Source: an optimization exercise on an open RTL-to-GDS flow (aim: small area and a short achievable clock period). Production flows keep margins and buffers that such runs may drop. Where RTL was checked, it was by simulation tests only, not by an equivalence proof against the original. Function not checked in run 1: the RTL went through the layout flow alone. Power figures rest on the tool's default switching activity, not on a simulated workload.

==> flow/design.v (outline; a module is shown in full before it is edited, if it fits) <==
// module fa: 10 lines
// module ha: 9 lines
// module benc: 13 lines
// module benc0: 12 lines
// module bpp: 10 lines
// module mac32: 628 lines
// module alu: 60 lines
// module alu_top: 32 lines
module alu_top(
    input                 clk,
    input        [31 : 0] A,
    input        [31 : 0] B,
    input        [3  : 0] aluop,
    output logic [31 : 0] alures,
    output logic          ZF,
    output logic          OF
);
  // ...
==> flow/flow/run.sh <==
#!/bin/bash
# The standard layout (the standard.sh, standard synthesis unchanged), with the
# timing repair after CTS and global routing aiming for a larger setup margin.
set -euo pipefail
bash standard.sh SETUP_SLACK_MARGIN=9 finish > flow.log 2>&1
==> flow/standard.sh <==
#!/bin/bash
# synth_recipe.tcl (not shown) runs the flow's synth.tcl, then flattens the netlist and writes it again
# the make line also repeats each setting of config.mk as NAME=value (left out here)
make -C /OpenROAD-flow-scripts/flow DESIGN_CONFIG=/design/flow/config.mk WORK_HOME=/design/flow/orfs CLKGATE_MAP_FILE= SYNTH_SCRIPT=/design/flow/synth_recipe.tcl "${@:-finish}"
==> flow/config.mk <==
export PLATFORM = sky130hd
export DESIGN_NAME = alu_top
export DESIGN_NICKNAME = alu_top
export VERILOG_FILES = /design/flow/design.v
export SDC_FILE = /design/flow/constraint.sdc
export NUM_CORES = 4
export LEC_CHECK = 0
export CAP_MARGIN = 20
export CORE_MARGIN = 2
export CORE_UTILIZATION = 40
export SLEW_MARGIN = 20
export SYNTH_HIERARCHICAL = 1
==> flow/constraint.sdc <==
create_clock -name core_clock -period 15.0 [get_ports {clk}]
set_input_delay 3.0000 -clock core_clock [delete_from_list [all_inputs] [get_ports {clk}]]
set_output_delay 3.0000 -clock core_clock [all_outputs]
set_load 0.01 [all_outputs]
==> report_table.html, run 1 <==
<table>
<tr><th>Metric</th><th>Value</th></tr>
<tr><th colspan="2">Run status</th></tr>
<tr><td>Outcome</td><td>timing/DRC/antenna clean</td></tr>
<tr><th colspan="2">Setup path</th></tr>
<tr><td>Worst Setup Path Type</td><td>reg -&gt; reg</td></tr>
<tr><td>Worst stage delay on the critical path</td><td>590 ps</td></tr>
<tr><td>CP max FO</td><td>7</td></tr>
<tr><td>Crit path buffers/inverters</td><td>6</td></tr>
<tr><td>Worst setup SP type</td><td>flop</td></tr>
<tr><td>Crit Reg-Reg Startpoint</td><td>aluop_r[2]</td></tr>
<tr><th colspan="2">Logic synthesis</th></tr>
<tr><td>Multiplexer fraction of the synthesized cell area</td><td>roughly 7.1%</td></tr>
<tr><td>Post-synthesis sequential area ratio</td><td>8.48%</td></tr>
<tr><td>Post-synth EDFFs</td><td>0</td></tr>
<tr><td>Fraction of synthesized cell area taken by the top area cell type</td><td>20.1%</td></tr>
<tr><th colspan="2">Floorplan</th></tr>
<tr><td>Number of core rows</td><td>89</td></tr>
<tr><td>Die footprint</td><td>62200 sq um</td></tr>
<tr><th colspan="2">Pwr</th></tr>
<tr><td>Proportion of power drawn by flip-flops and latches</td><td>6.5%</td></tr>
<tr><td>Power dissipated in combinational cells</td><td>5.19 mW</td></tr>
<tr><th colspan="2">Routing</th></tr>
<tr><td>Antenna violation net count after detailed routing</td><td>0</td></tr>
<tr><th colspan="2">Placement</th></tr>
<tr><td>Final weighted congestion in routability-driven placement</td><td>0.994</td></tr>
<tr><th colspan="2">Timing</th></tr>
<tr><td>Final slew viol count</td><td>0</td></tr>
<tr><td>Achievable frequency</td><td>about 150 MHz</td></tr>
<tr><td>Setup slack after layout</td><td>about 8100 ps</td></tr>
<tr><td>Unrepaired setup endpoints after global routing</td><td>yes</td></tr>
<tr><th colspan="2">Finish</th></tr>
<tr><td>Sequential fraction of total cell area</td><td>7.05%</td></tr>
<tr><td>Layout clock buffer count</td><td>10</td></tr>
<tr><th colspan="2">Hold path</th></tr>
<tr><td>Class of the tightest hold or removal check</td><td>reg -&gt; reg</td></tr>
<tr><td>Critical hold path startpoint</td><td>aluop_r[3]</td></tr>
<tr><th colspan="2">Global routing</th></tr>
<tr><td>First-pass GRT wire length</td><td>roughly 150 mm</td></tr>
</table>
==> module benc, before the edit <==
module benc(
    input  m,
    input  b2,
    input  b1,
    input  b0,
    output one,
    output two,
    output neg
);
    assign one = m & (b1 ^ b0);
    assign two = m & ((b2 & ~b1 & ~b0) | (~b2 & b1 & b0));
    assign neg = m & b2;
endmodule
==> module alu, before the edit <==
module alu(
    input        [31 : 0] A,
    input        [31 : 0] B,
    input        [3  : 0] aluop,
    output logic [31 : 0] alures,
    output logic          ZF,
    output logic          OF
);
    logic          m, sub;
    logic [31 : 0] x, y, S;
    assign m   = (aluop[3:1] == 3'b100);
    assign sub = aluop[2];
    mac32 U_mac(.a(A), .b(B), .m(m), .sub(sub), .x(x), .y(y));
    assign S = x + y;
    logic [31 : 0] px, ox;
    logic          zS;
    assign px = x ^ y;
    assign ox = x | y;
    assign zS = ~px[0] & ((px[31 : 1] ^ ox[30 : 0]) == 31'b0);
    logic bx31, ovf, lt;
    assign bx31 = B[31] ^ sub;
    assign ovf  = (A[31] == bx31) & (S[31] != A[31]);
    assign lt   = (A[31] ^ B[31]) ? (aluop[0] ? B[31] : A[31]) : S[31];
    logic [31 : 0] shin, shout, rev_a, rev_o;
    logic          fill;
    genvar i;
    generate for (i = 0; i < 32; i++) begin : g_rev
        assign rev_a[i] = A[31 - i];
        assign rev_o[i] = shout[31 - i];
    end endgenerate
    assign shin  = (aluop[1:0] == 2'b01) ? rev_a : A;
    assign fill  = aluop[1] & aluop[0] & A[31];
    assign shout = $signed({fill, shin}) >>> B[4:0];
    logic [31 : 0] lres;
    always_comb begin
        case (aluop[2:0])
            3'b000:  lres = A & B;
            3'b001:  lres = A | B;
            3'b010:  lres = A ^ B;
            3'b011:  lres = ~(A & B);
            3'b100:  lres = ~A;
            3'b101:  lres = rev_o;
            default: lres = shout;
        endcase
    end
    logic selS, selL;
    assign selS = aluop[3] & ~(aluop[2] & aluop[1]);
    assign selL = aluop[3] & aluop[2] & aluop[1];
    always_comb begin
        if (selS)      alures = S;
        else if (selL) alures = {31'b0, lt};
        else           alures = lres;
    end
    always_comb begin
        if (selS)      ZF = zS;
        else if (selL) ZF = ~lt;
        else           ZF = (lres == 32'b0);
    end
    assign OF = ((aluop == 4'b1010) | (aluop == 4'b1100)) & ovf;
endmodule
==> inputs of run 2 (changes only) <==
--- a/flow/design.v
+++ b/flow/design.v
@@ -18,57 +18,48 @@
     assign s = x ^ y;
     assign c = x & y;
 endmodule
 module benc(
     input  m,
     input  b2,
     input  b1,
     input  b0,
+    input  f1,
+    input  f2,
     output one,
     output two,
     output neg
 );
-    assign one = m & (b1 ^ b0);
-    assign two = m & ((b2 & ~b1 & ~b0) | (~b2 & b1 & b0));
-    assign neg = m & b2;
-endmodule
-module benc0(
-    input  m,
-    input  b2,
-    input  b1,
-    output one,
-    output two,
-    output neg
-);
-    assign one = ~m | b1;
-    assign two = m & b2 & ~b1;
+    assign one = m ? (b1 ^ b0) : f1;
+    assign two = m ? ((b2 & ~b1 & ~b0) | (~b2 & b1 & b0)) : f2;
     assign neg = m & b2;
 endmodule
 module bpp(
     input  one,
     input  two,
     input  neg,
     input  a1,
     input  a0,
     output pp
 );
     assign pp = ((one & a1) | (two & a0)) ^ neg;
 endmodule
 module mac32(
     input  [31 : 0] a,
     input  [31 : 0] b,
     input           m,
-    input           sub,
+    input  [15 : 0] f1,
+    input  [15 : 0] f2,
+    input  [31 : 0] r,
+    input           cin,
     output [31 : 0] x,
     output [31 : 0] y
 );
     wire [15 : 0] one, two, neg;
-    wire [31 : 0] r;
-    wire cin;
     wire pp1, pp2, pp3, pp4, pp5, pp6, pp7, pp8, pp9, pp10, pp11, pp12, pp13, pp14, pp15, pp16;
     wire pp17, pp18, pp19, pp20, pp21, pp22, pp23, pp24, pp25, pp26, pp27, pp28, pp29, pp30, pp31, pp32;
     wire pp33, pp34, pp35, pp36, pp37, pp38, pp39, pp40, pp41, pp42, pp43, pp44, pp45, pp46, pp47, pp48;
     wire pp49, pp50, pp51, pp52, pp53, pp54, pp55, pp56, pp57, pp58, pp59, pp60, pp61, pp62, pp63, pp64;
     wire pp65, pp66, pp67, pp68, pp69, pp70, pp71, pp72, pp73, pp74, pp75, pp76, pp77, pp78, pp79, pp80;
     wire pp81, pp82, pp83, pp84, pp85, pp86, pp87, pp88, pp89, pp90, pp91, pp92, pp93, pp94, pp95, pp96;
     wire pp97, pp98, pp99, pp100, pp101, pp102, pp103, pp104, pp105, pp106, pp107, pp108, pp109, pp110, pp111, pp112;
     wire pp113, pp114, pp115, pp116, pp117, pp118, pp119, pp120, pp121, pp122, pp123, pp124, pp125, pp126, pp127, pp128;
@@ -110,19 +101,17 @@
     wire s689, c690, s691, c692, s693, c694, s695, c696, s697, c698, s699, c700, s701, c702, s703, c704;
     wire s705, c706, s707, c708, s709, c710, s711, c712, s713, c714, s715, c716, s717, c718, s719, c720;
     wire s721, c722, s723, c724, s725, c726, s727, c728, s729, c730, s731, c732, s733, c734, s735, c736;
     wire s737, c738, s739, s740, c741, s742, c743, s744, c745, s746, c747, s748, c749, s750, c751, s752;
     wire c753, s754, c755, s756, c757, s758, c759, s760, c761, s762, c763, s764, c765, s766, c767, s768;
     wire c769, s770, c771, s772, c773, s774, c775, s776, c777, s778, c779, s780, c781, s782, c783, s784;
     wire c785, s786, c787, s788, c789, s790, c791, s792, c793, s794, c795, s796, c797, s798, c799, s800;
     wire c801, s802;
-    assign r = {32{~m}} & (b ^ {32{sub}});
-    assign cin = ~m & sub;
-    benc0 E0(.m(m), .b2(b[1]), .b1(b[0]), .one(one[0]), .two(two[0]), .neg(neg[0]));
+    benc E0(.m(m), .b2(b[1]), .b1(b[0]), .b0(1'b0), .f1(f1[0]), .f2(f2[0]), .one(one[0]), .two(two[0]), .neg(neg[0]));
     bpp P0_0(.one(one[0]), .two(two[0]), .neg(neg[0]), .a1(a[0]), .a0(1'b0), .pp(pp1));
     bpp P0_1(.one(one[0]), .two(two[0]), .neg(neg[0]), .a1(a[1]), .a0(a[0]), .pp(pp2));
     bpp P0_2(.one(one[0]), .two(two[0]), .neg(neg[0]), .a1(a[2]), .a0(a[1]), .pp(pp3));
     bpp P0_3(.one(one[0]), .two(two[0]), .neg(neg[0]), .a1(a[3]), .a0(a[2]), .pp(pp4));
     bpp P0_4(.one(one[0]), .two(two[0]), .neg(neg[0]), .a1(a[4]), .a0(a[3]), .pp(pp5));
     bpp P0_5(.one(one[0]), .two(two[0]), .neg(neg[0]), .a1(a[5]), .a0(a[4]), .pp(pp6));
     bpp P0_6(.one(one[0]), .two(two[0]), .neg(neg[0]), .a1(a[6]), .a0(a[5]), .pp(pp7));
     bpp P0_7(.one(one[0]), .two(two[0]), .neg(neg[0]), .a1(a[7]), .a0(a[6]), .pp(pp8));
@@ -145,17 +134,17 @@
     bpp P0_24(.one(one[0]), .two(two[0]), .neg(neg[0]), .a1(a[24]), .a0(a[23]), .pp(pp25));
     bpp P0_25(.one(one[0]), .two(two[0]), .neg(neg[0]), .a1(a[25]), .a0(a[24]), .pp(pp26));
     bpp P0_26(.one(one[0]), .two(two[0]), .neg(neg[0]), .a1(a[26]), .a0(a[25]), .pp(pp27));
     bpp P0_27(.one(one[0]), .two(two[0]), .neg(neg[0]), .a1(a[27]), .a0(a[26]), .pp(pp28));
     bpp P0_28(.one(one[0]), .two(two[0]), .neg(neg[0]), .a1(a[28]), .a0(a[27]), .pp(pp29));
     bpp P0_29(.one(one[0]), .two(two[0]), .neg(neg[0]), .a1(a[29]), .a0(a[28]), .pp(pp30));
     bpp P0_30(.one(one[0]), .two(two[0]), .neg(neg[0]), .a1(a[30]), .a0(a[29]), .pp(pp31));
     bpp P0_31(.one(one[0]), .two(two[0]), .neg(neg[0]), .a1(a[31]), .a0(a[30]), .pp(pp32));
-    benc E1(.m(m), .b2(b[3]), .b1(b[2]), .b0(b[1]), .one(one[1]), .two(two[1]), .neg(neg[1]));
+    benc E1(.m(m), .b2(b[3]), .b1(b[2]), .b0(b[1]), .f1(f1[1]), .f2(f2[1]), .one(one[1]), .two(two[1]), .neg(neg[1]));
     bpp P1_0(.one(one[1]), .two(two[1]), .neg(neg[1]), .a1(a[0]), .a0(1'b0), .pp(pp33));
     bpp P1_1(.one(one[1]), .two(two[1]), .neg(neg[1]), .a1(a[1]), .a0(a[0]), .pp(pp34));
     bpp P1_2(.one(one[1]), .two(two[1]), .neg(neg[1]), .a1(a[2]), .a0(a[1]), .pp(pp35));
     bpp P1_3(.one(one[1]), .two(two[1]), .neg(neg[1]), .a1(a[3]), .a0(a[2]), .pp(pp36));
     bpp P1_4(.one(one[1]), .two(two[1]), .neg(neg[1]), .a1(a[4]), .a0(a[3]), .pp(pp37));
     bpp P1_5(.one(one[1]), .two(two[1]), .neg(neg[1]), .a1(a[5]), .a0(a[4]), .pp(pp38));
     bpp P1_6(.one(one[1]), .two(two[1]), .neg(neg[1]), .a1(a[6]), .a0(a[5]), .pp(pp39));
     bpp P1_7(.one(one[1]), .two(two[1]), .neg(neg[1]), .a1(a[7]), .a0(a[6]), .pp(pp40));
@@ -176,17 +165,17 @@
     bpp P1_22(.one(one[1]), .two(two[1]), .neg(neg[1]), .a1(a[22]), .a0(a[21]), .pp(pp55));
     bpp P1_23(.one(one[1]), .two(two[1]), .neg(neg[1]), .a1(a[23]), .a0(a[22]), .pp(pp56));
     bpp P1_24(.one(one[1]), .two(two[1]), .neg(neg[1]), .a1(a[24]), .a0(a[23]), .pp(pp57));
     bpp P1_25(.one(one[1]), .two(two[1]), .neg(neg[1]), .a1(a[25]), .a0(a[24]), .pp(pp58));
     bpp P1_26(.one(one[1]), .two(two[1]), .neg(neg[1]), .a1(a[26]), .a0(a[25]), .pp(pp59));
     bpp P1_27(.one(one[1]), .two(two[1]), .neg(neg[1]), .a1(a[27]), .a0(a[26]), .pp(pp60));
     bpp P1_28(.one(one[1]), .two(two[1]), .neg(neg[1]), .a1(a[28]), .a0(a[27]), .pp(pp61));
     bpp P1_29(.one(one[1]), .two(two[1]), .neg(neg[1]), .a1(a[29]), .a0(a[28]), .pp(pp62));
-    benc E2(.m(m), .b2(b[5]), .b1(b[4]), .b0(b[3]), .one(one[2]), .two(two[2]), .neg(neg[2]));
+    benc E2(.m(m), .b2(b[5]), .b1(b[4]), .b0(b[3]), .f1(f1[2]), .f2(f2[2]), .one(one[2]), .two(two[2]), .neg(neg[2]));
     bpp P2_0(.one(one[2]), .two(two[2]), .neg(neg[2]), .a1(a[0]), .a0(1'b0), .pp(pp63));
     bpp P2_1(.one(one[2]), .two(two[2]), .neg(neg[2]), .a1(a[1]), .a0(a[0]), .pp(pp64));
     bpp P2_2(.one(one[2]), .two(two[2]), .neg(neg[2]), .a1(a[2]), .a0(a[1]), .pp(pp65));
     bpp P2_3(.one(one[2]), .two(two[2]), .neg(neg[2]), .a1(a[3]), .a0(a[2]), .pp(pp66));
     bpp P2_4(.one(one[2]), .two(two[2]), .neg(neg[2]), .a1(a[4]), .a0(a[3]), .pp(pp67));
     bpp P2_5(.one(one[2]), .two(two[2]), .neg(neg[2]), .a1(a[5]), .a0(a[4]), .pp(pp68));
     bpp P2_6(.one(one[2]), .two(two[2]), .neg(neg[2]), .a1(a[6]), .a0(a[5]), .pp(pp69));
     bpp P2_7(.one(one[2]), .two(two[2]), .neg(neg[2]), .a1(a[7]), .a0(a[6]), .pp(pp70));
@@ -205,17 +194,17 @@
     bpp P2_20(.one(one[2]), .two(two[2]), .neg(neg[2]), .a1(a[20]), .a0(a[19]), .pp(pp83));
     bpp P2_21(.one(one[2]), .two(two[2]), .neg(neg[2]), .a1(a[21]), .a0(a[20]), .pp(pp84));
     bpp P2_22(.one(one[2]), .two(two[2]), .neg(neg[2]), .a1(a[22]), .a0(a[21]), .pp(pp85));
     bpp P2_23(.one(one[2]), .two(two[2]), .neg(neg[2]), .a1(a[23]), .a0(a[22]), .pp(pp86));
     bpp P2_24(.one(one[2]), .two(two[2]), .neg(neg[2]), .a1(a[24]), .a0(a[23]), .pp(pp87));
     bpp P2_25(.one(one[2]), .two(two[2]), .neg(neg[2]), .a1(a[25]), .a0(a[24]), .pp(pp88));
     bpp P2_26(.one(one[2]), .two(two[2]), .neg(neg[2]), .a1(a[26]), .a0(a[25]), .pp(pp89));
     bpp P2_27(.one(one[2]), .two(two[2]), .neg(neg[2]), .a1(a[27]), .a0(a[26]), .pp(pp90));
-    benc E3(.m(m), .b2(b[7]), .b1(b[6]), .b0(b[5]), .one(one[3]), .two(two[3]), .neg(neg[3]));
+    benc E3(.m(m), .b2(b[7]), .b1(b[6]), .b0(b[5]), .f1(f1[3]), .f2(f2[3]), .one(one[3]), .two(two[3]), .neg(neg[3]));
     bpp P3_0(.one(one[3]), .two(two[3]), .neg(neg[3]), .a1(a[0]), .a0(1'b0), .pp(pp91));
     bpp P3_1(.one(one[3]), .two(two[3]), .neg(neg[3]), .a1(a[1]), .a0(a[0]), .pp(pp92));
     bpp P3_2(.one(one[3]), .two(two[3]), .neg(neg[3]), .a1(a[2]), .a0(a[1]), .pp(pp93));
     bpp P3_3(.one(one[3]), .two(two[3]), .neg(neg[3]), .a1(a[3]), .a0(a[2]), .pp(pp94));
     bpp P3_4(.one(one[3]), .two(two[3]), .neg(neg[3]), .a1(a[4]), .a0(a[3]), .pp(pp95));
     bpp P3_5(.one(one[3]), .two(two[3]), .neg(neg[3]), .a1(a[5]), .a0(a[4]), .pp(pp96));
     bpp P3_6(.one(one[3]), .two(two[3]), .neg(neg[3]), .a1(a[6]), .a0(a[5]), .pp(pp97));
     bpp P3_7(.one(one[3]), .two(two[3]), .neg(neg[3]), .a1(a[7]), .a0(a[6]), .pp(pp98));
@@ -232,17 +221,17 @@
     bpp P3_18(.one(one[3]), .two(two[3]), .neg(neg[3]), .a1(a[18]), .a0(a[17]), .pp(pp109));
     bpp P3_19(.one(one[3]), .two(two[3]), .neg(neg[3]), .a1(a[19]), .a0(a[18]), .pp(pp110));
     bpp P3_20(.one(one[3]), .two(two[3]), .neg(neg[3]), .a1(a[20]), .a0(a[19]), .pp(pp111));
     bpp P3_21(.one(one[3]), .two(two[3]), .neg(neg[3]), .a1(a[21]), .a0(a[20]), .pp(pp112));
     bpp P3_22(.one(one[3]), .two(two[3]), .neg(neg[3]), .a1(a[22]), .a0(a[21]), .pp(pp113));
     bpp P3_23(.one(one[3]), .two(two[3]), .neg(neg[3]), .a1(a[23]), .a0(a[22]), .pp(pp114));
     bpp P3_24(.one(one[3]), .two(two[3]), .neg(neg[3]), .a1(a[24]), .a0(a[23]), .pp(pp115));
     bpp P3_25(.one(one[3]), .two(two[3]), .neg(neg[3]), .a1(a[25]), .a0(a[24]), .pp(pp116));
-    benc E4(.m(m), .b2(b[9]), .b1(b[8]), .b0(b[7]), .one(one[4]), .two(two[4]), .neg(neg[4]));
+    benc E4(.m(m), .b2(b[9]), .b1(b[8]), .b0(b[7]), .f1(f1[4]), .f2(f2[4]), .one(one[4]), .two(two[4]), .neg(neg[4]));
     bpp P4_0(.one(one[4]), .two(two[4]), .neg(neg[4]), .a1(a[0]), .a0(1'b0), .pp(pp117));
     bpp P4_1(.one(one[4]), .two(two[4]), .neg(neg[4]), .a1(a[1]), .a0(a[0]), .pp(pp118));
     bpp P4_2(.one(one[4]), .two(two[4]), .neg(neg[4]), .a1(a[2]), .a0(a[1]), .pp(pp119));
     bpp P4_3(.one(one[4]), .two(two[4]), .neg(neg[4]), .a1(a[3]), .a0(a[2]), .pp(pp120));
     bpp P4_4(.one(one[4]), .two(two[4]), .neg(neg[4]), .a1(a[4]), .a0(a[3]), .pp(pp121));
     bpp P4_5(.one(one[4]), .two(two[4]), .neg(neg[4]), .a1(a[5]), .a0(a[4]), .pp(pp122));
     bpp P4_6(.one(one[4]), .two(two[4]), .neg(neg[4]), .a1(a[6]), .a0(a[5]), .pp(pp123));
     bpp P4_7(.one(one[4]), .two(two[4]), .neg(neg[4]), .a1(a[7]), .a0(a[6]), .pp(pp124));
@@ -257,17 +246,17 @@
     bpp P4_16(.one(one[4]), .two(two[4]), .neg(neg[4]), .a1(a[16]), .a0(a[15]), .pp(pp133));
     bpp P4_17(.one(one[4]), .two(two[4]), .neg(neg[4]), .a1(a[17]), .a0(a[16]), .pp(pp134));
     bpp P4_18(.one(one[4]), .two(two[4]), .neg(neg[4]), .a1(a[18]), .a0(a[17]), .pp(pp135));
     bpp P4_19(.one(one[4]), .two(two[4]), .neg(neg[4]), .a1(a[19]), .a0(a[18]), .pp(pp136));
     bpp P4_20(.one(one[4]), .two(two[4]), .neg(neg[4]), .a1(a[20]), .a0(a[19]), .pp(pp137));
     bpp P4_21(.one(one[4]), .two(two[4]), .neg(neg[4]), .a1(a[21]), .a0(a[20]), .pp(pp138));
     bpp P4_22(.one(one[4]), .two(two[4]), .neg(neg[4]), .a1(a[22]), .a0(a[21]), .pp(pp139));
     bpp P4_23(.one(one[4]), .two(two[4]), .neg(neg[4]), .a1(a[23]), .a0(a[22]), .pp(pp140));
-    benc E5(.m(m), .b2(b[11]), .b1(b[10]), .b0(b[9]), .one(one[5]), .two(two[5]), .neg(neg[5]));
+    benc E5(.m(m), .b2(b[11]), .b1(b[10]), .b0(b[9]), .f1(f1[5]), .f2(f2[5]), .one(one[5]), .two(two[5]), .neg(neg[5]));
     bpp P5_0(.one(one[5]), .two(two[5]), .neg(neg[5]), .a1(a[0]), .a0(1'b0), .pp(pp141));
     bpp P5_1(.one(one[5]), .two(two[5]), .neg(neg[5]), .a1(a[1]), .a0(a[0]), .pp(pp142));
     bpp P5_2(.one(one[5]), .two(two[5]), .neg(neg[5]), .a1(a[2]), .a0(a[1]), .pp(pp143));
     bpp P5_3(.one(one[5]), .two(two[5]), .neg(neg[5]), .a1(a[3]), .a0(a[2]), .pp(pp144));
     bpp P5_4(.one(one[5]), .two(two[5]), .neg(neg[5]), .a1(a[4]), .a0(a[3]), .pp(pp145));
     bpp P5_5(.one(one[5]), .two(two[5]), .neg(neg[5]), .a1(a[5]), .a0(a[4]), .pp(pp146));
     bpp P5_6(.one(one[5]), .two(two[5]), .neg(neg[5]), .a1(a[6]), .a0(a[5]), .pp(pp147));
     bpp P5_7(.one(one[5]), .two(two[5]), .neg(neg[5]), .a1(a[7]), .a0(a[6]), .pp(pp148));
@@ -280,17 +269,17 @@
     bpp P5_14(.one(one[5]), .two(two[5]), .neg(neg[5]), .a1(a[14]), .a0(a[13]), .pp(pp155));
     bpp P5_15(.one(one[5]), .two(two[5]), .neg(neg[5]), .a1(a[15]), .a0(a[14]), .pp(pp156));
     bpp P5_16(.one(one[5]), .two(two[5]), .neg(neg[5]), .a1(a[16]), .a0(a[15]), .pp(pp157));
     bpp P5_17(.one(one[5]), .two(two[5]), .neg(neg[5]), .a1(a[17]), .a0(a[16]), .pp(pp158));
     bpp P5_18(.one(one[5]), .two(two[5]), .neg(neg[5]), .a1(a[18]), .a0(a[17]), .pp(pp159));
     bpp P5_19(.one(one[5]), .two(two[5]), .neg(neg[5]), .a1(a[19]), .a0(a[18]), .pp(pp160));
     bpp P5_20(.one(one[5]), .two(two[5]), .neg(neg[5]), .a1(a[20]), .a0(a[19]), .pp(pp161));
     bpp P5_21(.one(one[5]), .two(two[5]), .neg(neg[5]), .a1(a[21]), .a0(a[20]), .pp(pp162));
-    benc E6(.m(m), .b2(b[13]), .b1(b[12]), .b0(b[11]), .one(one[6]), .two(two[6]), .neg(neg[6]));
+    benc E6(.m(m), .b2(b[13]), .b1(b[12]), .b0(b[11]), .f1(f1[6]), .f2(f2[6]), .one(one[6]), .two(two[6]), .neg(neg[6]));
     bpp P6_0(.one(one[6]), .two(two[6]), .neg(neg[6]), .a1(a[0]), .a0(1'b0), .pp(pp163));
     bpp P6_1(.one(one[6]), .two(two[6]), .neg(neg[6]), .a1(a[1]), .a0(a[0]), .pp(pp164));
     bpp P6_2(.one(one[6]), .two(two[6]), .neg(neg[6]), .a1(a[2]), .a0(a[1]), .pp(pp165));
     bpp P6_3(.one(one[6]), .two(two[6]), .neg(neg[6]), .a1(a[3]), .a0(a[2]), .pp(pp166));
     bpp P6_4(.one(one[6]), .two(two[6]), .neg(neg[6]), .a1(a[4]), .a0(a[3]), .pp(pp167));
     bpp P6_5(.one(one[6]), .two(two[6]), .neg(neg[6]), .a1(a[5]), .a0(a[4]), .pp(pp168));
     bpp P6_6(.one(one[6]), .two(two[6]), .neg(neg[6]), .a1(a[6]), .a0(a[5]), .pp(pp169));
     bpp P6_7(.one(one[6]), .two(two[6]), .neg(neg[6]), .a1(a[7]), .a0(a[6]), .pp(pp170));
@@ -301,17 +290,17 @@
     bpp P6_12(.one(one[6]), .two(two[6]), .neg(neg[6]), .a1(a[12]), .a0(a[11]), .pp(pp175));
     bpp P6_13(.one(one[6]), .two(two[6]), .neg(neg[6]), .a1(a[13]), .a0(a[12]), .pp(pp176));
     bpp P6_14(.one(one[6]), .two(two[6]), .neg(neg[6]), .a1(a[14]), .a0(a[13]), .pp(pp177));
     bpp P6_15(.one(one[6]), .two(two[6]), .neg(neg[6]), .a1(a[15]), .a0(a[14]), .pp(pp178));
     bpp P6_16(.one(one[6]), .two(two[6]), .neg(neg[6]), .a1(a[16]), .a0(a[15]), .pp(pp179));
     bpp P6_17(.one(one[6]), .two(two[6]), .neg(neg[6]), .a1(a[17]), .a0(a[16]), .pp(pp180));
     bpp P6_18(.one(one[6]), .two(two[6]), .neg(neg[6]), .a1(a[18]), .a0(a[17]), .pp(pp181));
     bpp P6_19(.one(one[6]), .two(two[6]), .neg(neg[6]), .a1(a[19]), .a0(a[18]), .pp(pp182));
-    benc E7(.m(m), .b2(b[15]), .b1(b[14]), .b0(b[13]), .one(one[7]), .two(two[7]), .neg(neg[7]));
+    benc E7(.m(m), .b2(b[15]), .b1(b[14]), .b0(b[13]), .f1(f1[7]), .f2(f2[7]), .one(one[7]), .two(two[7]), .neg(neg[7]));
     bpp P7_0(.one(one[7]), .two(two[7]), .neg(neg[7]), .a1(a[0]), .a0(1'b0), .pp(pp183));
     bpp P7_1(.one(one[7]), .two(two[7]), .neg(neg[7]), .a1(a[1]), .a0(a[0]), .pp(pp184));
     bpp P7_2(.one(one[7]), .two(two[7]), .neg(neg[7]), .a1(a[2]), .a0(a[1]), .pp(pp185));
     bpp P7_3(.one(one[7]), .two(two[7]), .neg(neg[7]), .a1(a[3]), .a0(a[2]), .pp(pp186));
     bpp P7_4(.one(one[7]), .two(two[7]), .neg(neg[7]), .a1(a[4]), .a0(a[3]), .pp(pp187));
     bpp P7_5(.one(one[7]), .two(two[7]), .neg(neg[7]), .a1(a[5]), .a0(a[4]), .pp(pp188));
     bpp P7_6(.one(one[7]), .two(two[7]), .neg(neg[7]), .a1(a[6]), .a0(a[5]), .pp(pp189));
     bpp P7_7(.one(one[7]), .two(two[7]), .neg(neg[7]), .a1(a[7]), .a0(a[6]), .pp(pp190));
@@ -320,94 +309,94 @@
     bpp P7_10(.one(one[7]), .two(two[7]), .neg(neg[7]), .a1(a[10]), .a0(a[9]), .pp(pp193));
     bpp P7_11(.one(one[7]), .two(two[7]), .neg(neg[7]), .a1(a[11]), .a0(a[10]), .pp(pp194));
     bpp P7_12(.one(one[7]), .two(two[7]), .neg(neg[7]), .a1(a[12]), .a0(a[11]), .pp(pp195));
     bpp P7_13(.one(one[7]), .two(two[7]), .neg(neg[7]), .a1(a[13]), .a0(a[12]), .pp(pp196));
     bpp P7_14(.one(one[7]), .two(two[7]), .neg(neg[7]), .a1(a[14]), .a0(a[13]), .pp(pp197));
     bpp P7_15(.one(one[7]), .two(two[7]), .neg(neg[7]), .a1(a[15]), .a0(a[14]), .pp(pp198));
     bpp P7_16(.one(one[7]), .two(two[7]), .neg(neg[7]), .a1(a[16]), .a0(a[15]), .pp(pp199));
     bpp P7_17(.one(one[7]), .two(two[7]), .neg(neg[7]), .a1(a[17]), .a0(a[16]), .pp(pp200));
-    benc E8(.m(m), .b2(b[17]), .b1(b[16]), .b0(b[15]), .one(one[8]), .two(two[8]), .neg(neg[8]));
+    benc E8(.m(m), .b2(b[17]), .b1(b[16]), .b0(b[15]), .f1(f1[8]), .f2(f2[8]), .one(one[8]), .two(two[8]), .neg(neg[8]));
     bpp P8_0(.one(one[8]), .two(two[8]), .neg(neg[8]), .a1(a[0]), .a0(1'b0), .pp(pp201));
     bpp P8_1(.one(one[8]), .two(two[8]), .neg(neg[8]), .a1(a[1]), .a0(a[0]), .pp(pp202));
     bpp P8_2(.one(one[8]), .two(two[8]), .neg(neg[8]), .a1(a[2]), .a0(a[1]), .pp(pp203));
     bpp P8_3(.one(one[8]), .two(two[8]), .neg(neg[8]), .a1(a[3]), .a0(a[2]), .pp(pp204));
     bpp P8_4(.one(one[8]), .two(two[8]), .neg(neg[8]), .a1(a[4]), .a0(a[3]), .pp(pp205));
     bpp P8_5(.one(one[8]), .two(two[8]), .neg(neg[8]), .a1(a[5]), .a0(a[4]), .pp(pp206));
     bpp P8_6(.one(one[8]), .two(two[8]), .neg(neg[8]), .a1(a[6]), .a0(a[5]), .pp(pp207));
     bpp P8_7(.one(one[8]), .two(two[8]), .neg(neg[8]), .a1(a[7]), .a0(a[6]), .pp(pp208));
     bpp P8_8(.one(one[8]), .two(two[8]), .neg(neg[8]), .a1(a[8]), .a0(a[7]), .pp(pp209));
     bpp P8_9(.one(one[8]), .two(two[8]), .neg(neg[8]), .a1(a[9]), .a0(a[8]), .pp(pp210));
     bpp P8_10(.one(one[8]), .two(two[8]), .neg(neg[8]), .a1(a[10]), .a0(a[9]), .pp(pp211));
     bpp P8_11(.one(one[8]), .two(two[8]), .neg(neg[8]), .a1(a[11]), .a0(a[10]), .pp(pp212));
     bpp P8_12(.one(one[8]), .two(two[8]), .neg(neg[8]), .a1(a[12]), .a0(a[11]), .pp(pp213));
     bpp P8_13(.one(one[8]), .two(two[8]), .neg(neg[8]), .a1(a[13]), .a0(a[12]), .pp(pp214));
     bpp P8_14(.one(one[8]), .two(two[8]), .neg(neg[8]), .a1(a[14]), .a0(a[13]), .pp(pp215));
     bpp P8_15(.one(one[8]), .two(two[8]), .neg(neg[8]), .a1(a[15]), .a0(a[14]), .pp(pp216));
-    benc E9(.m(m), .b2(b[19]), .b1(b[18]), .b0(b[17]), .one(one[9]), .two(two[9]), .neg(neg[9]));
+    benc E9(.m(m), .b2(b[19]), .b1(b[18]), .b0(b[17]), .f1(f1[9]), .f2(f2[9]), .one(one[9]), .two(two[9]), .neg(neg[9]));
     bpp P9_0(.one(one[9]), .two(two[9]), .neg(neg[9]), .a1(a[0]), .a0(1'b0), .pp(pp217));
     bpp P9_1(.one(one[9]), .two(two[9]), .neg(neg[9]), .a1(a[1]), .a0(a[0]), .pp(pp218));
     bpp P9_2(.one(one[9]), .two(two[9]), .neg(neg[9]), .a1(a[2]), .a0(a[1]), .pp(pp219));
     bpp P9_3(.one(one[9]), .two(two[9]), .neg(neg[9]), .a1(a[3]), .a0(a[2]), .pp(pp220));
     bpp P9_4(.one(one[9]), .two(two[9]), .neg(neg[9]), .a1(a[4]), .a0(a[3]), .pp(pp221));
     bpp P9_5(.one(one[9]), .two(two[9]), .neg(neg[9]), .a1(a[5]), .a0(a[4]), .pp(pp222));
     bpp P9_6(.one(one[9]), .two(two[9]), .neg(neg[9]), .a1(a[6]), .a0(a[5]), .pp(pp223));
     bpp P9_7(.one(one[9]), .two(two[9]), .neg(neg[9]), .a1(a[7]), .a0(a[6]), .pp(pp224));
     bpp P9_8(.one(one[9]), .two(two[9]), .neg(neg[9]), .a1(a[8]), .a0(a[7]), .pp(pp225));
     bpp P9_9(.one(one[9]), .two(two[9]), .neg(neg[9]), .a1(a[9]), .a0(a[8]), .pp(pp226));
     bpp P9_10(.one(one[9]), .two(two[9]), .neg(neg[9]), .a1(a[10]), .a0(a[9]), .pp(pp227));
     bpp P9_11(.one(one[9]), .two(two[9]), .neg(neg[9]), .a1(a[11]), .a0(a[10]), .pp(pp228));
     bpp P9_12(.one(one[9]), .two(two[9]), .neg(neg[9]), .a1(a[12]), .a0(a[11]), .pp(pp229));
     bpp P9_13(.one(one[9]), .two(two[9]), .neg(neg[9]), .a1(a[13]), .a0(a[12]), .pp(pp230));
-    benc E10(.m(m), .b2(b[21]), .b1(b[20]), .b0(b[19]), .one(one[10]), .two(two[10]), .neg(neg[10]));
+    benc E10(.m(m), .b2(b[21]), .b1(b[20]), .b0(b[19]), .f1(f1[10]), .f2(f2[10]), .one(one[10]), .two(two[10]), .neg(neg[10]));
     bpp P10_0(.one(one[10]), .two(two[10]), .neg(neg[10]), .a1(a[0]), .a0(1'b0), .pp(pp231));
     bpp P10_1(.one(one[10]), .two(two[10]), .neg(neg[10]), .a1(a[1]), .a0(a[0]), .pp(pp232));
     bpp P10_2(.one(one[10]), .two(two[10]), .neg(neg[10]), .a1(a[2]), .a0(a[1]), .pp(pp233));
     bpp P10_3(.one(one[10]), .two(two[10]), .neg(neg[10]), .a1(a[3]), .a0(a[2]), .pp(pp234));
     bpp P10_4(.one(one[10]), .two(two[10]), .neg(neg[10]), .a1(a[4]), .a0(a[3]), .pp(pp235));
     bpp P10_5(.one(one[10]), .two(two[10]), .neg(neg[10]), .a1(a[5]), .a0(a[4]), .pp(pp236));
     bpp P10_6(.one(one[10]), .two(two[10]), .neg(neg[10]), .a1(a[6]), .a0(a[5]), .pp(pp237));
     bpp P10_7(.one(one[10]), .two(two[10]), .neg(neg[10]), .a1(a[7]), .a0(a[6]), .pp(pp238));
     bpp P10_8(.one(one[10]), .two(two[10]), .neg(neg[10]), .a1(a[8]), .a0(a[7]), .pp(pp239));
     bpp P10_9(.one(one[10]), .two(two[10]), .neg(neg[10]), .a1(a[9]), .a0(a[8]), .pp(pp240));
     bpp P10_10(.one(one[10]), .two(two[10]), .neg(neg[10]), .a1(a[10]), .a0(a[9]), .pp(pp241));
     bpp P10_11(.one(one[10]), .two(two[10]), .neg(neg[10]), .a1(a[11]), .a0(a[10]), .pp(pp242));
-    benc E11(.m(m), .b2(b[23]), .b1(b[22]), .b0(b[21]), .one(one[11]), .two(two[11]), .neg(neg[11]));
+    benc E11(.m(m), .b2(b[23]), .b1(b[22]), .b0(b[21]), .f1(f1[11]), .f2(f2[11]), .one(one[11]), .two(two[11]), .neg(neg[11]));
     bpp P11_0(.one(one[11]), .two(two[11]), .neg(neg[11]), .a1(a[0]), .a0(1'b0), .pp(pp243));
     bpp P11_1(.one(one[11]), .two(two[11]), .neg(neg[11]), .a1(a[1]), .a0(a[0]), .pp(pp244));
     bpp P11_2(.one(one[11]), .two(two[11]), .neg(neg[11]), .a1(a[2]), .a0(a[1]), .pp(pp245));
     bpp P11_3(.one(one[11]), .two(two[11]), .neg(neg[11]), .a1(a[3]), .a0(a[2]), .pp(pp246));
     bpp P11_4(.one(one[11]), .two(two[11]), .neg(neg[11]), .a1(a[4]), .a0(a[3]), .pp(pp247));
     bpp P11_5(.one(one[11]), .two(two[11]), .neg(neg[11]), .a1(a[5]), .a0(a[4]), .pp(pp248));
     bpp P11_6(.one(one[11]), .two(two[11]), .neg(neg[11]), .a1(a[6]), .a0(a[5]), .pp(pp249));
     bpp P11_7(.one(one[11]), .two(two[11]), .neg(neg[11]), .a1(a[7]), .a0(a[6]), .pp(pp250));
     bpp P11_8(.one(one[11]), .two(two[11]), .neg(neg[11]), .a1(a[8]), .a0(a[7]), .pp(pp251));
     bpp P11_9(.one(one[11]), .two(two[11]), .neg(neg[11]), .a1(a[9]), .a0(a[8]), .pp(pp252));
-    benc E12(.m(m), .b2(b[25]), .b1(b[24]), .b0(b[23]), .one(one[12]), .two(two[12]), .neg(neg[12]));
+    benc E12(.m(m), .b2(b[25]), .b1(b[24]), .b0(b[23]), .f1(f1[12]), .f2(f2[12]), .one(one[12]), .two(two[12]), .neg(neg[12]));
     bpp P12_0(.one(one[12]), .two(two[12]), .neg(neg[12]), .a1(a[0]), .a0(1'b0), .pp(pp253));
     bpp P12_1(.one(one[12]), .two(two[12]), .neg(neg[12]), .a1(a[1]), .a0(a[0]), .pp(pp254));
     bpp P12_2(.one(one[12]), .two(two[12]), .neg(neg[12]), .a1(a[2]), .a0(a[1]), .pp(pp255));
     bpp P12_3(.one(one[12]), .two(two[12]), .neg(neg[12]), .a1(a[3]), .a0(a[2]), .pp(pp256));
     bpp P12_4(.one(one[12]), .two(two[12]), .neg(neg[12]), .a1(a[4]), .a0(a[3]), .pp(pp257));
     bpp P12_5(.one(one[12]), .two(two[12]), .neg(neg[12]), .a1(a[5]), .a0(a[4]), .pp(pp258));
     bpp P12_6(.one(one[12]), .two(two[12]), .neg(neg[12]), .a1(a[6]), .a0(a[5]), .pp(pp259));
     bpp P12_7(.one(one[12]), .two(two[12]), .neg(neg[12]), .a1(a[7]), .a0(a[6]), .pp(pp260));
-    benc E13(.m(m), .b2(b[27]), .b1(b[26]), .b0(b[25]), .one(one[13]), .two(two[13]), .neg(neg[13]));
+    benc E13(.m(m), .b2(b[27]), .b1(b[26]), .b0(b[25]), .f1(f1[13]), .f2(f2[13]), .one(one[13]), .two(two[13]), .neg(neg[13]));
     bpp P13_0(.one(one[13]), .two(two[13]), .neg(neg[13]), .a1(a[0]), .a0(1'b0), .pp(pp261));
     bpp P13_1(.one(one[13]), .two(two[13]), .neg(neg[13]), .a1(a[1]), .a0(a[0]), .pp(pp262));
     bpp P13_2(.one(one[13]), .two(two[13]), .neg(neg[13]), .a1(a[2]), .a0(a[1]), .pp(pp263));
     bpp P13_3(.one(one[13]), .two(two[13]), .neg(neg[13]), .a1(a[3]), .a0(a[2]), .pp(pp264));
     bpp P13_4(.one(one[13]), .two(two[13]), .neg(neg[13]), .a1(a[4]), .a0(a[3]), .pp(pp265));
     bpp P13_5(.one(one[13]), .two(two[13]), .neg(neg[13]), .a1(a[5]), .a0(a[4]), .pp(pp266));
-    benc E14(.m(m), .b2(b[29]), .b1(b[28]), .b0(b[27]), .one(one[14]), .two(two[14]), .neg(neg[14]));
+    benc E14(.m(m), .b2(b[29]), .b1(b[28]), .b0(b[27]), .f1(f1[14]), .f2(f2[14]), .one(one[14]), .two(two[14]), .neg(neg[14]));
     bpp P14_0(.one(one[14]), .two(two[14]), .neg(neg[14]), .a1(a[0]), .a0(1'b0), .pp(pp267));
     bpp P14_1(.one(one[14]), .two(two[14]), .neg(neg[14]), .a1(a[1]), .a0(a[0]), .pp(pp268));
     bpp P14_2(.one(one[14]), .two(two[14]), .neg(neg[14]), .a1(a[2]), .a0(a[1]), .pp(pp269));
     bpp P14_3(.one(one[14]), .two(two[14]), .neg(neg[14]), .a1(a[3]), .a0(a[2]), .pp(pp270));
-    benc E15(.m(m), .b2(b[31]), .b1(b[30]), .b0(b[29]), .one(one[15]), .two(two[15]), .neg(neg[15]));
+    benc E15(.m(m), .b2(b[31]), .b1(b[30]), .b0(b[29]), .f1(f1[15]), .f2(f2[15]), .one(one[15]), .two(two[15]), .neg(neg[15]));
     bpp P15_0(.one(one[15]), .two(two[15]), .neg(neg[15]), .a1(a[0]), .a0(1'b0), .pp(pp271));
     bpp P15_1(.one(one[15]), .two(two[15]), .neg(neg[15]), .a1(a[1]), .a0(a[0]), .pp(pp272));
     ha H1(.x(neg[11]), .y(r[22]), .s(s273), .c(c274));
     ha H2(.x(r[23]), .y(pp108), .s(s275), .c(c276));
     fa F3(.x(neg[12]), .y(r[24]), .z(pp109), .s(s277), .c(c278));
     ha H4(.x(pp133), .y(pp155), .s(s279), .c(c280));
     fa F5(.x(r[25]), .y(pp110), .z(pp134), .s(s281), .c(c282));
     ha H6(.x(pp156), .y(pp176), .s(s283), .c(c284));
@@ -685,65 +674,86 @@
 module alu(
     input        [31 : 0] A,
     input        [31 : 0] B,
     input        [3  : 0] aluop,
     output logic [31 : 0] alures,
     output logic          ZF,
     output logic          OF
 );
-    logic          m, sub;
-    logic [31 : 0] x, y, S;
-    assign m   = (aluop[3:1] == 3'b100);
-    assign sub = aluop[2];
-    mac32 U_mac(.a(A), .b(B), .m(m), .sub(sub), .x(x), .y(y));
+    logic          m, addm, shm, rv, sub;
+    assign m    = (aluop[3:1] == 3'b100);
+    assign addm = aluop[3] & (aluop[2] | aluop[1]);
+    assign shm  = ~aluop[3] & aluop[2] & (aluop[1] | aluop[0]);
+    assign rv   = ~aluop[3] & aluop[2] & aluop[1];
+    assign sub  = aluop[2];
+    logic [4 : 0]  t;
+    logic [15 : 0] f1, f2;
+    assign t = shm ? B[4:0] : 5'b0;
+    genvar i;
+    generate for (i = 0; i < 16; i++) begin : g_dig
+        assign f1[i] = (t[4:1] == i) & ~t[0];
+        assign f2[i] = (t[4:1] == i) & t[0];
+    end endgenerate
+    logic [31 : 0] rev_a, ma, r;
+    generate for (i = 0; i < 32; i++) begin : g_rev
+        assign rev_a[i] = A[31 - i];
+    end endgenerate
+    assign ma = rv ? rev_a : A;
+    assign r  = {32{addm}} & (B ^ {32{sub}});
+    logic [31 : 0] x, y, S, rev_s;
+    mac32 U_mac(.a(ma), .b(B), .m(m), .f1(f1), .f2(f2), .r(r), .cin(addm & sub), .x(x), .y(y));
     assign S = x + y;
+    generate for (i = 0; i < 32; i++) begin : g_revs
+        assign rev_s[i] = S[31 - i];
+    end endgenerate
     logic [31 : 0] px, ox;
     logic          zS;
     assign px = x ^ y;
     assign ox = x | y;
     assign zS = ~px[0] & ((px[31 : 1] ^ ox[30 : 0]) == 31'b0);
     logic bx31, ovf, lt;
     assign bx31 = B[31] ^ sub;
     assign ovf  = (A[31] == bx31) & (S[31] != A[31]);
     assign lt   = (A[31] ^ B[31]) ? (aluop[0] ? B[31] : A[31]) : S[31];
-    logic [31 : 0] shin, shout, rev_a, rev_o;
-    logic          fill;
-    genvar i;
-    generate for (i = 0; i < 32; i++) begin : g_rev
-        assign rev_a[i] = A[31 - i];
-        assign rev_o[i] = shout[31 - i];
-    end endgenerate
-    assign shin  = (aluop[1:0] == 2'b01) ? rev_a : A;
-    assign fill  = aluop[1] & aluop[0] & A[31];
-    assign shout = $signed({fill, shin}) >>> B[4:0];
+    logic          sfill;
+    logic [31 : 0] fmask;
+    assign sfill = rv & aluop[0] & A[31];
+    assign fmask = {32{sfill}} & ~(32'hffffffff >> B[4:0]);
+    logic [3 : 0]  tt;
     logic [31 : 0] lres;
     always_comb begin
         case (aluop[2:0])
-            3'b000:  lres = A & B;
-            3'b001:  lres = A | B;
-            3'b010:  lres = A ^ B;
-            3'b011:  lres = ~(A & B);
-            3'b100:  lres = ~A;
-            3'b101:  lres = rev_o;
-            default: lres = shout;
+            3'b000:  tt = 4'b1000;
+            3'b001:  tt = 4'b1110;
+            3'b010:  tt = 4'b0110;
+            3'b011:  tt = 4'b0111;
+            default: tt = 4'b0011;
         endcase
     end
-    logic selS, selL;
-    assign selS = aluop[3] & ~(aluop[2] & aluop[1]);
-    assign selL = aluop[3] & aluop[2] & aluop[1];
+    generate for (i = 0; i < 32; i++) begin : g_log
+        assign lres[i] = A[i] ? (B[i] ? tt[3] : tt[2]) : (B[i] ? tt[1] : tt[0]);
+    end endgenerate
+    logic selS, selR, selL, selG;
+    assign selS = aluop[3] & ~(aluop[2] & aluop[1]);        
+    assign selL = aluop[3] & aluop[2] & aluop[1];           
+    assign selR = rv;                                       
+    assign selG = ~aluop[3] & ~(aluop[2] & (aluop[1] | aluop[0]));   
+    logic [31 : 0] other;
+    assign other = ({32{selG}} & lres) | fmask | {31'b0, selL & lt};
     always_comb begin
-        if (selS)      alures = S;
-        else if (selL) alures = {31'b0, lt};
-        else           alures = lres;
+        if (selS | (aluop == 4'b0101)) alures = S;
+        else if (selR)                 alures = rev_s | fmask;
+        else                           alures = other;
     end
     always_comb begin
-        if (selS)      ZF = zS;
-        else if (selL) ZF = ~lt;
-        else           ZF = (lres == 32'b0);
+        if (selS | (aluop == 4'b0101)) ZF = zS;
+        else if (selR)                 ZF = zS & ~sfill;
+        else if (selL)                 ZF = ~lt;
+        else                           ZF = (lres == 32'b0);
     end
     assign OF = ((aluop == 4'b1010) | (aluop == 4'b1100)) & ovf;
 endmodule
 `timescale 1ns / 1ps
 module alu_top(
     input                 clk,
     input        [31 : 0] A,
     input        [31 : 0] B,
==> flow/run.sh (new file) <==
#!/bin/bash
# synth_recipe.tcl (not shown) runs the flow's synth.tcl, then flattens the netlist and writes it again
# the make line also repeats each setting of config.mk as NAME=value (left out here)
make -C /OpenROAD-flow-scripts/flow DESIGN_CONFIG=/design/flow/config.mk WORK_HOME=/design/flow/orfs CLKGATE_MAP_FILE= SYNTH_SCRIPT=/design/flow/synth_recipe.tcl finish
removed: flow/flow/run.sh
removed: flow/standard.sh
==> run 2 against run 1 <==
Still clean; routed wire length down 19%; non-clock buffer count down 159; sequential power up 4%; global-route usage down 1.5 points; utilization down 5.1 points; synthesized cell count down 8.3%; clock skew down 23 ps; final cell count down 13%; sequential share of layout area up 1.7 points; synthesized area down 12%; critical endpoint is now alures[0]; highest routed layer is now met4.
==> report_table.html, run 2 <==
<table>
<tr><th>Metric</th><th>Value</th></tr>
<tr><th colspan="2">Setup path</th></tr>
<tr><td>Reg2reg end</td><td>alures[0]</td></tr>
<tr><td>Worst Setup Path Type</td><td>reg -&gt; reg</td></tr>
<tr><td>Reg-to-reg setup timing slack</td><td>5480 ps</td></tr>
<tr><td>Depth of the most critical reg-to-reg path</td><td>26</td></tr>
<tr><td>Critical path arrival</td><td>9800 ps</td></tr>
<tr><td>CP max FO</td><td>80 (+73)</td></tr>
<tr><td>CP max stage cell</td><td>buf_4</td></tr>
<tr><td>Setup crit end kind</td><td>flop</td></tr>
<tr><td>Worst stage delay on the critical path</td><td>790 ps (+200 ps)</td></tr>
<tr><td>Crit Reg-Reg Startpoint</td><td>aluop_r[2]</td></tr>
<tr><td>Data required time at the worst endpoint</td><td>15280 ps</td></tr>
<tr><td>Cell type with the highest occurrence count on the critical path</td><td>fa_1</td></tr>
<tr><td>Worst setup SP type</td><td>flop</td></tr>
<tr><th colspan="2">Timing</th></tr>
<tr><td>Total Negative Setup Slacks</td><td>0 ps</td></tr>
<tr><td>Achievable frequency</td><td>105 MHz (-28%)</td></tr>
<tr><td>Fin crit period</td><td>9520 ps</td></tr>
<tr><td>Unrepaired setup endpoints after global routing</td><td>no</td></tr>
<tr><td>Setup slack after layout</td><td>5480 ps (-2650 ps)</td></tr>
<tr><td>Part of the cycle the worst path needs</td><td>63.4%</td></tr>
<tr><td>Final Hold Viols</td><td>0</td></tr>
<tr><td>Worst slew margin</td><td>23.7%</td></tr>
<tr><td>Final slew viol count</td><td>0 (unchanged)</td></tr>
<tr><td>Worst clock skew</td><td>16.0 ps</td></tr>
<tr><td>Finish-stage setup viols</td><td>0</td></tr>
<tr><td>Worst-margin pin slew</td><td>1140 ps</td></tr>
<tr><th colspan="2">Logic synthesis</th></tr>
<tr><td>Leading register cell type out of synthesis</td><td>dfxtp_1</td></tr>
<tr><td>Arithmetic-cell share of the synthesized area counting full adders, half adders and majority gates</td><td>29.4%</td></tr>
<tr><td>Syn Inst Count</td><td>~2200</td></tr>
<tr><td>Multiplexer fraction of the synthesized cell area</td><td>0.142% (-7.0 points)</td></tr>
<tr><td>Warning count from the yosys run</td><td>8</td></tr>
<tr><td>Seq cells post-synth</td><td>between 100 and 150</td></tr>
<tr><td>Post-synthesis sequential area ratio</td><td>9.62% (+1.1 points)</td></tr>
<tr><td>Fraction of synthesized cell area taken by the top area cell type</td><td>22.8% (+2.7 points)</td></tr>
<tr><td>Cell types occupying the most area after synthesis</td><td>fa_1, a22oi_2, xnor2_1</td></tr>
<tr><td>Dominant cell by count in the synthesized netlist</td><td>xnor2_1</td></tr>
<tr><td>Simple-gate share of the synthesized area</td><td>11.7%</td></tr>
<tr><td>Fraction of synthesis flops using an asynchronous set or reset pin</td><td>0%</td></tr>
<tr><td>Post-synthesis cell type count</td><td>82</td></tr>
<tr><td>Mean Syn Cell Area</td><td>between 9 and 10 sq um</td></tr>
<tr><td>Largest family of logic cells by synthesized area</td><td>adder cells</td></tr>
<tr><td>Commonest cells post-synth</td><td>xnor2_1, a22oi_2, fa_1</td></tr>
<tr><td>Post-synth EDFFs</td><td>0 (unchanged)</td></tr>
<tr><td>Cell type with the largest total area after synthesis</td><td>fa_1</td></tr>
<tr><td>Post-Synth XOR/XNOR Area</td><td>16.1%</td></tr>
<tr><td>Area fraction in compound gates after synthesis</td><td>27.4%</td></tr>
<tr><td>Netlist Area Pre-Place</td><td>21200 sq um</td></tr>
<tr><th colspan="2">Placement</th></tr>
<tr><td>Final weighted congestion in routability-driven placement</td><td>1.03 (+3.3%)</td></tr>
<tr><td>Buffers on Ports</td><td>102</td></tr>
<tr><td>Post-Place Worst Slack</td><td>5650 ps</td></tr>
<tr><td>Post-DP HPWL</td><td>~63 mm</td></tr>
<tr><th colspan="2">CTS</th></tr>
<tr><td>Clock sink count</td><td>102</td></tr>
<tr><td>CTS clock-pin slew for the worst setup and hold paths</td><td>90 ps</td></tr>
<tr><td>Buffers inserted by post-CTS timing repair</td><td>0</td></tr>
<tr><td>Clock tree from TritonCTS</td><td>yes</td></tr>
<tr><td>Number of buffers added by the clock tree synthesis step</td><td>9</td></tr>
<tr><td>Number of hold buffers added after CTS</td><td>0</td></tr>
<tr><td>Maximum root-to-sink buffer count</td><td>2</td></tr>
<tr><td>Clock latency reported for the late side of the worst-skew pair</td><td>390 ps</td></tr>
<tr><td>Clock tree root driver cell</td><td>clkbuf_16</td></tr>
<tr><td># resized after CTS</td><td>0</td></tr>
<tr><td>CTS H-tree lvls</td><td>3</td></tr>
<tr><th colspan="2">Finish</th></tr>
<tr><td>Fillcell total</td><td>5119</td></tr>
<tr><td>Area growth from synthesis to layout</td><td>10.1%</td></tr>
<tr><td>Antenna diode instance count</td><td>0</td></tr>
<tr><td>Total number of nets in the final design</td><td>2673</td></tr>
<tr><td>Registers with the highest flip-flop counts</td><td>A_r x32, B_r x32, alures x32</td></tr>
<tr><td>Most common cell after layout, fill and taps aside</td><td>xnor2_1</td></tr>
<tr><td>Commonest non-fill, non-tap cells in the layout</td><td>xnor2_1, a22oi_2, fa_1</td></tr>
<tr><td>Fraction of layout instances using a drive strength above 1</td><td>18.2%</td></tr>
<tr><th colspan="2">Routing</th></tr>
<tr><td>Via/cell ratio</td><td>6.32</td></tr>
<tr><td>Count of routing violations after the opening detailed-route iteration</td><td>2207</td></tr>
<tr><td>Remaining DRCs</td><td>0</td></tr>
<tr><td>Total Routed Length</td><td>85.3 mm</td></tr>
<tr><td>Via Count</td><td>18710</td></tr>
<tr><td>Antenna violation net count after detailed routing</td><td>0 (unchanged)</td></tr>
<tr><td>Length of the first detailed-routing pass in iterations</td><td>6</td></tr>
<tr><td>Wire length per cell after detailed routing</td><td>roughly 29 microns</td></tr>
<tr><th colspan="2">Job</th></tr>
<tr><td>Number of maximum-capacitance constraint violations</td><td>0</td></tr>
<tr><th colspan="2">Floorplan</th></tr>
<tr><td>Effective utilization at floorplan</td><td>40.4%</td></tr>
<tr><td>Height of the die</td><td>between 200 and 250 microns</td></tr>
<tr><td>Core box area</td><td>52600 sq um</td></tr>
<tr><td>Die width</td><td>234 microns</td></tr>
<tr><td>Die footprint</td><td>54900 sq um (-12%)</td></tr>
<tr><td>Number of core rows</td><td>84 (-5.6%)</td></tr>
<tr><td>Count of pins on the block boundary</td><td>103</td></tr>
<tr><th colspan="2">Hold path</th></tr>
<tr><td>Class of the tightest hold or removal check</td><td>reg -&gt; reg</td></tr>
<tr><td>Number of stages on the worst hold path</td><td>3</td></tr>
<tr><td>End of the worst hold path</td><td>OF</td></tr>
<tr><td>Critical hold path startpoint</td><td>aluop_r[3]</td></tr>
<tr><th colspan="2">Pwr</th></tr>
<tr><td>Leakage power summed over all cells</td><td>8.61 nW</td></tr>
<tr><td>Maximum ir drop on the vdd rail</td><td>378 uV</td></tr>
<tr><td>Areal power density over the cells</td><td>253 nW/um^2</td></tr>
<tr><td>Total power after layout</td><td>5.90 mW</td></tr>
<tr><th colspan="2">Global routing</th></tr>
<tr><td>First-pass GRT wire length</td><td>125 mm (-17%)</td></tr>
<tr><td>Total routing resource utilization after global routing</td><td>between 30% and 40%</td></tr>
<tr><td>Number of global-route vias before repair</td><td>18735</td></tr>
<tr><td>Congestion Overflow GR</td><td>0</td></tr>
<tr><td>Antenna violations before repair</td><td>0</td></tr>
<tr><td>Pin count of the biggest net entering global routing</td><td>81</td></tr>
<tr><th colspan="2">Run status</th></tr>
<tr><td>Outcome</td><td>timing/DRC/antenna clean</td></tr>
</table>
-- run 2: cell count changes in the layout (fill, tap and decap cells not counted), moves of 36 or more --
cell     change
buf_4      -102
nand2_1     +70
xnor2_1     +66
nor2_1      +63
inv_1       -56
fa_1        +54
fa_2        -54
xnor2_2     -45
mux2_2      -39
mux2i_1     -36
-- run 2: cells by family after synthesis --
group,after synthesis
AO/OA/AOI/OAI,634
XOR/XNOR,390
adder cells (fa/ha/maj),358
buffers and inverters,240
flip-flops,102
multiplexers,3
other,1
AND/OR/NAND/NOR,509
-- run 2: modules after synthesis, one instance, submodules excluded --
module   flops+latches  copies in the design
mac32                0                     1
fa                   0                   241
alu_top            102                     1
alu                  0                     1
ha                   0                    31
benc                 0                    16
bpp                  0                   272
-- run 2: power by group --
part,total [mW],switching [mW],internal (mW)
clock network,0.261,0.125,0.137
registers,0.397,0.0547,0.342
logic,5.24,3.28,1.96
-- run 2: through the flow --
step	cells	hold slack [ps]	instance area (sq um)	util (%)
after global routing	2962	719	23400	44.5
after CTS	2960	682	23300	44.4
after detailed placement	2944	679	23000	43.8
final	2962	694	23400	44.5
after floorplan	2255	654	21300	-
after global placement	2944	670	23000	43.8
-- run 2: cell type report --
type,instances,area [sq um],share of cell area (%)
multi-input cells,1913,18300,78.4
flip-flops and latches,102,2050,8.76
repair buffers,167,1550,6.63
well taps,688,861,3.68
inverters,76,285,1.22
clock buffers,10,239,1.02
clock inverters,6,72.6,0.311
-- run 2: how the worst max path moves through the flow --
stage          cells past startpoint  slack (ps)        from         to
2_1_floorplan                     25        4030  aluop_r[1]         ZF
5_1_grt                           26        5060  aluop_r[2]         ZF
6_report                          26        5480  aluop_r[2]  alures[0]
3_5_place_dp                      26        5650  aluop_r[2]  alures[0]
4_1_cts                           26        5670  aluop_r[2]  alures[0]
3_3_place_gp                      26        5820  aluop_r[2]  alures[0]
-- run 2: routing by layer --
metal | wire, microns | GRT usage [%] | vias up
li1 | - | - | 7921
met2 | 38100 | 49.0 | 1154
met5 | 0 | 0 | -
met3 | 8450 | 6.99 | 245
met1 | 34400 | 41.1 | 9390
met4 | 4280 | 13.6 | 0
-- run 2: worst max-delay path, delay by kind of cell (launching register included) --
kind,cells,cell delay [ps]
compound gates,6,1270
xor+xnor,1,210
fa+ha+maj,7,3460
buf+inv,5,2050
flops,1,520
simple gates,7,1780
==> inputs of run 3 (changes only) <==
==> flow/flow/run.sh (new file) <==
#!/bin/bash
# The standard layout (the standard.sh, standard synthesis unchanged), with the
# timing repair after CTS and global routing aiming for a larger setup margin on the
# worst path only.
set -euo pipefail
bash standard.sh SETUP_SLACK_MARGIN=9 TNS_END_PERCENT=0 finish > flow.log 2>&1
==> flow/standard.sh (new file) <==
#!/bin/bash
# synth_recipe.tcl (not shown) runs the flow's synth.tcl, then flattens the netlist and writes it again
# the make line also repeats each setting of config.mk as NAME=value (left out here)
make -C /OpenROAD-flow-scripts/flow DESIGN_CONFIG=/design/flow/config.mk WORK_HOME=/design/flow/orfs CLKGATE_MAP_FILE= SYNTH_SCRIPT=/design/flow/synth_recipe.tcl "${@:-finish}"
removed: flow/run.sh
==> run 3 against run 2 <==
Still clean; first-iteration DRC count rose by 16%; sequential power barely moved; sequential share of layout area fell by 0.88 points; utilization rose by 5.3 points; hold slack got worse by 2.3 ps.
==> report_table.html, run 3 <==
<table>
<tr><th>Metric</th><th>Value</th></tr>
<tr><th colspan="2">Job</th></tr>
<tr><td>Number of maximum-capacitance constraint violations</td><td>0 (unchanged)</td></tr>
<tr><th colspan="2">Logic synthesis</th></tr>
<tr><td>Syn Inst Count</td><td>2237 (unchanged)</td></tr>
<tr><td>Cell type with the largest total area after synthesis</td><td>fa_1</td></tr>
<tr><td>Dominant cell by count in the synthesized netlist</td><td>xnor2_1</td></tr>
<tr><td>Commonest cells post-synth</td><td>xnor2_1, a22oi_2, fa_1</td></tr>
<tr><td>Post-synth EDFFs</td><td>0 (unchanged)</td></tr>
<tr><td>Seq cells post-synth</td><td>102 (unchanged)</td></tr>
<tr><td>Fraction of synthesis flops using an asynchronous set or reset pin</td><td>0% (unchanged)</td></tr>
<tr><td>Netlist Area Pre-Place</td><td>21200 sq um (unchanged)</td></tr>
<tr><td>Leading register cell type out of synthesis</td><td>dfxtp_1</td></tr>
<tr><td>Mean Syn Cell Area</td><td>9.48 sq um (unchanged)</td></tr>
<tr><th colspan="2">Timing</th></tr>
<tr><td>Final Hold Viols</td><td>0 (unchanged)</td></tr>
<tr><td>Finish-stage setup viols</td><td>0 (unchanged)</td></tr>
<tr><td>Worst-margin pin slew</td><td>974 ps (-168 ps)</td></tr>
<tr><td>Part of the cycle the worst path needs</td><td>47.2% (-16 points)</td></tr>
<tr><td>Worst clock skew</td><td>16.0 ps (+0.0719 ps)</td></tr>
<tr><td>Total Negative Setup Slacks</td><td>0 ps (unchanged)</td></tr>
<tr><th colspan="2">Routing</th></tr>
<tr><td>Wire length per cell after detailed routing</td><td>29.6 microns (+3.0%)</td></tr>
<tr><td>Count of routing violations after the opening detailed-route iteration</td><td>2564 (+16%)</td></tr>
<tr><td>Via Count</td><td>20009 (+6.9%)</td></tr>
<tr><td>Total Routed Length</td><td>91.7 mm (+7.6%)</td></tr>
<tr><td>Via/cell ratio</td><td>6.47 (+2.4%)</td></tr>
<tr><td>Remaining DRCs</td><td>0 (unchanged)</td></tr>
<tr><td>Length of the first detailed-routing pass in iterations</td><td>8 (+2)</td></tr>
<tr><th colspan="2">Global routing</th></tr>
<tr><td>Total routing resource utilization after global routing</td><td>33.0% (+1.8 points)</td></tr>
<tr><th colspan="2">Placement</th></tr>
<tr><td>Final weighted congestion in routability-driven placement</td><td>1.06 (+3.0%)</td></tr>
<tr><td>Post-DP HPWL</td><td>61.9 mm (-1.3%)</td></tr>
<tr><th colspan="2">Setup path</th></tr>
<tr><td>Worst Setup Path Type</td><td>reg -&gt; reg</td></tr>
<tr><td>Worst setup SP type</td><td>flop</td></tr>
<tr><td>Worst stage delay on the critical path</td><td>690 ps (-100 ps)</td></tr>
<tr><td>CP max FO</td><td>22 (-73%)</td></tr>
<tr><td>Data required time at the worst endpoint</td><td>15270 ps (about the same)</td></tr>
<tr><th colspan="2">CTS</th></tr>
<tr><td>CTS H-tree lvls</td><td>3 (unchanged)</td></tr>
<tr><td>Clock tree from TritonCTS</td><td>yes</td></tr>
<tr><td>Number of hold buffers added after CTS</td><td>0 (unchanged)</td></tr>
<tr><th colspan="2">Pwr</th></tr>
<tr><td>Proportion of power drawn by flip-flops and latches</td><td>5.8% (-0.9 points)</td></tr>
<tr><td>Maximum ir drop on the vdd rail</td><td>377 uV (-0.27%)</td></tr>
<tr><td>Total power after layout</td><td>6.87 mW (+16%)</td></tr>
<tr><td>Net load switching power</td><td>3.82 mW (+10%)</td></tr>
<tr><td>Switching Share</td><td>55.6% (-3.1 points)</td></tr>
<tr><th colspan="2">Floorplan</th></tr>
<tr><td>Number of core rows</td><td>84 (unchanged)</td></tr>
<tr><td>Core box area</td><td>52600 sq um (unchanged)</td></tr>
<tr><td>Count of pins on the block boundary</td><td>103 (unchanged)</td></tr>
<tr><td>Effective utilization at floorplan</td><td>40.4% (unchanged)</td></tr>
<tr><td>Height of the die</td><td>234 microns (unchanged)</td></tr>
<tr><th colspan="2">Finish</th></tr>
<tr><td>Antenna diode instance count</td><td>0 (unchanged)</td></tr>
<tr><td>Commonest non-fill, non-tap cells in the layout</td><td>xnor2_1, a22oi_2, fa_1</td></tr>
<tr><th colspan="2">Hold path</th></tr>
<tr><td>Class of the tightest hold or removal check</td><td>reg -&gt; reg</td></tr>
<tr><th colspan="2">Run status</th></tr>
<tr><td>Outcome</td><td>timing/DRC/antenna clean</td></tr>
</table>
run 3: changes by cell type in the layout (fill, tap and decap cells not counted), sizes merged:
cell	change
bufbuf	+11
clkinvlp	-1
bufinv	-1
inv	-1
nand3	+1
clkbuf	+7
clkinv	+4
and2	+1
buf	+111
run 3: logic make-up (layout without fill, tap and decap cells):
logic type	Yosys count	in the layout	synth area share [%]
other	1	19	0.0177
AND/OR/NAND/NOR	509	511	11.7
adder cells (fa/ha/maj)	358	358	29.4
XOR/XNOR	390	390	16.1
multiplexers	3	3	0.142
flip-flops	102	102	9.62
buffers and inverters	240	389	5.65
AO/OA/AOI/OAI	634	634	27.4
run 3: per-module statistics from Yosys, one instance, submodules excluded:
module   flip-flops and latches  cell area [sq um]  cells
ha                            0               12.5      1
fa                            0               20.0      1
mac32                         0                493     66
benc                          0               50.0      8
alu_top                     102               2040    102
alu                           0               6880   1125
bpp                           0               21.3      2
run 3: critical path: cells and delay by family (launching register included):
family	cells	cell delay [ps]
simple gates	9	1620
xor+xnor	1	170
flops	1	390
fa+ha+maj	7	3410
buf+inv	5	730
compound gates	4	630
run 3: path summary, 6_finish.rpt:
kind / end / slack, ps / start / depth (start not counted)
max: alures[0] / 7920 / aluop_r[2] / 26
min: OF / 690 / aluop_r[3] / 3
max reg2reg: alures[0] / 7920 / aluop_r[2] / 26
min reg2reg: OF / 690 / aluop_r[3] / 3
run 3: layout make-up:
class | count | area [sq um]
clock inverters | 7 | 56.3
inverters | 76 | 288
flip-flops and latches | 102 | 2060
repair buffers | 297 | 3620
clock buffers | 9 | 225
fillers | 4798 | 26400
well taps | 688 | 861
multi-input cells | 1915 | 19000
run 3: power groups by stage:
stage | clock [mW] | sequential [mW] | combinational, mW
floorplan | 0 | 0.395 | 4.02
CTS | 0.240 | 0.394 | 5.74
global route | 0.250 | 0.399 | 6.59
detailed placement | 0 | 0.402 | 5.17
finish | 0.239 | 0.397 | 6.23
global placement | 0 | 0.400 | 5.14
run 3: what timing repair did:
| item | in CTS | in global routing |
|---|---|---|
| resized for setup | 194 | 54 |
| pin swaps | 33 | 28 |
| gates cloned | 17 | 8 |
| endpoints found under the setup margin | 34 | 34 |
| buffers inserted | 65 | 39 |
run 3: stage by stage:
step	hold slack, ps	utilization, %	cell area (sq um)	setup WS, ps	cells
finish	692	49.7	26100	7920	3094
detailed placement	710	44.1	23200	5940	2949
floorplan	654	-	21600	6890	2255
CTS	728	48.2	25300	8070	3047
global route	726	49.7	26100	7760	3094
global placement	700	44.1	23200	6010	2949
run 3: metal layers:
layer	track usage, %	vias to the layer above	share of wire (%)
met5	0	-	0.014
met4	18.0	2	6.6
met3	8.12	384	11
met2	50.7	1379	44
met1	42.5	10047	38
li1	-	8197	-

Check on run 3: ideal ports give 7.917 ns setup slack; a clkbuf_16 on the clock port and buf_2 on the inputs give 7.917 ns; moving port delays by the midpoint clock arrival (0.436 ns) as well gives 7.917 ns.
